From an optimization exercise on the open Yosys and OpenROAD flow, aimed at small area, a short achievable clock period and few clock cycles per item; shortcuts taken in it are not production practice. The RTL was checked by simulation tests, not by an equivalence proof against the original design.

// attention_score
module attention_score(
    input             clk,
    input             rst,
    input             wr_en,
    input             wr_sel,       
    input      [2:0]  wr_row,
    input      [2:0]  wr_col,
    input      [15:0] wr_data,
    input             start,
    input      [2:0]  rd_row,
    input      [2:0]  rd_col,
    output     [15:0] rd_data,
    output reg        done
    );
Size: about 14000 cells after synthesis, roughly 50 I/O pins, ~190000 sq um of cells after synthesis.
Settings: LEC_CHECK=0, CAP_MARGIN=20, CORE_MARGIN=2, CORE_UTILIZATION=40, PLACE_DENSITY=0.6, SLEW_MARGIN=20; clock period 10.0 ns.
run.sh (not shown) runs the stock make flow with config.mk's settings and CLKGATE_MAP_FILE= SYNTH_SCRIPT=/design/flow/synth_recipe.tcl, a recipe that flattens the netlist after the stock synthesis.
Testbench counts at the start, summed over its fixed seeds: cycles 6,272, jobs 32.
Edit:
--- a/flow/config.mk
+++ b/flow/config.mk
@@ -11,0 +12 @@
+export SETUP_SLACK_MARGIN = 3.5
Result:
- The changed run finished with timing, DRC and antenna clean
- sequential share of layout area came out lower by 0.82 points
- worst hold slack hardly moves
- maximum frequency grows by 28%
- global-route usage went up by 0.31 points
- final area grows by 1.7%
- setup slack gets better by 1900 ps

attention_score, a different RTL version from the one above (not shown whole).
For scale: roughly 13000 cells after synthesis, about 180000 µm² of cells after synthesis.
==> flow/config.mk <==
export PLATFORM = sky130hd
export DESIGN_NAME = attention_score
export DESIGN_NICKNAME = attention_score
export VERILOG_FILES = /design/flow/design.v
export SDC_FILE = /design/flow/constraint.sdc
export NUM_CORES = 4
export LEC_CHECK = 0
export CAP_MARGIN = 20
export CORE_MARGIN = 2
export CORE_UTILIZATION = 40
export CTS_CLUSTER_DIAMETER = 145
export CTS_CLUSTER_SIZE = 20
export PLACE_DENSITY = 0.6
export SETUP_SLACK_MARGIN = 4.2
export SLEW_MARGIN = 20
==> flow/constraint.sdc <==
create_clock -name core_clock -period 10.0 [get_ports {clk}]
set_input_delay 2.0000 -clock core_clock [delete_from_list [all_inputs] [get_ports {clk}]]
set_output_delay 2.0000 -clock core_clock [all_outputs]
set_load 0.01 [all_outputs]
Testbench counts at the start, summed over its fixed seeds: cycles 6,272, jobs 32.
Next try:
--- a/flow/config.mk
+++ b/flow/config.mk
@@ -12,4 +12,4 @@
 export CTS_CLUSTER_SIZE = 20
 export PLACE_DENSITY = 0.6
-export SETUP_SLACK_MARGIN = 4.2
+export SETUP_SLACK_MARGIN = 4.4
 export SLEW_MARGIN = 20
Effect: The new run completed with no timing, DRC or antenna violations. First-iteration DRC count hardly moves. Register-to-register slack gets worse by 0.09 ns. Setup slack gets worse by 0.054 ns.
Next try:
--- a/flow/config.mk
+++ b/flow/config.mk
@@ -8,8 +8,8 @@
 export CAP_MARGIN = 20
 export CORE_MARGIN = 2
-export CORE_UTILIZATION = 40
+export CORE_UTILIZATION = 50
 export CTS_CLUSTER_DIAMETER = 145
 export CTS_CLUSTER_SIZE = 20
-export PLACE_DENSITY = 0.6
-export SETUP_SLACK_MARGIN = 4.4
+export PLACE_DENSITY = 0.65
+export SETUP_SLACK_MARGIN = 4.2
 export SLEW_MARGIN = 20
Effect:
- critical path depth drops by 1
- core utilization rises by 10 points
Next try:
--- a/flow/config.mk
+++ b/flow/config.mk
@@ -8,8 +8,8 @@
 export CAP_MARGIN = 20
 export CORE_MARGIN = 2
-export CORE_UTILIZATION = 50
+export CORE_UTILIZATION = 40
 export CTS_CLUSTER_DIAMETER = 145
 export CTS_CLUSTER_SIZE = 20
-export PLACE_DENSITY = 0.65
-export SETUP_SLACK_MARGIN = 4.2
+export PLACE_DENSITY = 0.6
+export SETUP_SLACK_MARGIN = 4.0
 export SLEW_MARGIN = 20
The changed run went through all stages and came out clean.
First-iteration DRC count goes down by 11%.
Sequential share of layout area goes up by 0.18 points.
Global-route usage goes down by 5.5 points.
Setup slack degrades by 0.099 ns.
Wire length goes down by about 2.6%.
Design area goes down by about 0.4%.
Flip-flop and latch count stays the same.
Non-clock buffer count goes down by 47.
Area after synthesis stays the same.

re-timing with driven ports:
The results above use ideal ports. As a check the final layouts listed here were re-extracted and re-timed, cells and wires unchanged. Step 1 sets driving cells, clkbuf_16 on the clock port and buf_2 on the other inputs (assumed; they add their load-dependent delay and slew). Step 2 adds t to the input delays and takes it off the output delays; t is the mean of the earliest and latest rising clock arrival at the registers after step 1. Input paths then give back, and output paths get back, about the clock's delay inside the block. a / b / c = no drivers / after step 1 / after step 2; a / b = the first two.
| run | t, ns | slack for setup (ns) | clock arrival spread, ns |
|---|---|---|---|
| the first run of note 1 | 1.064 | 1.556 / 1.531 / 1.531 | 0.090 / 0.090 |
| the second run of note 1 | 1.067 | 3.425 / 3.398 / 3.398 | 0.098 / 0.097 |
| the first run of note 2 | 1.014 | 4.131 / 3.799 / 3.799 | 0.172 / 0.173 |
| the second run of note 2 | 1.042 | 4.077 / 3.731 / 3.731 | 0.179 / 0.179 |
| the third run of note 2 | 1.016 | 4.127 / 3.491 / 3.491 | 0.150 / 0.150 |
| the fourth run of note 2 | 1.023 | 4.028 / 3.557 / 3.557 | 0.138 / 0.138 |
After both steps setup and hold are still met in every run listed. For the third run of note 2, which loses most, drivers alone change the setup slack by -0.636 ns; drivers and shift together by -0.636 ns.
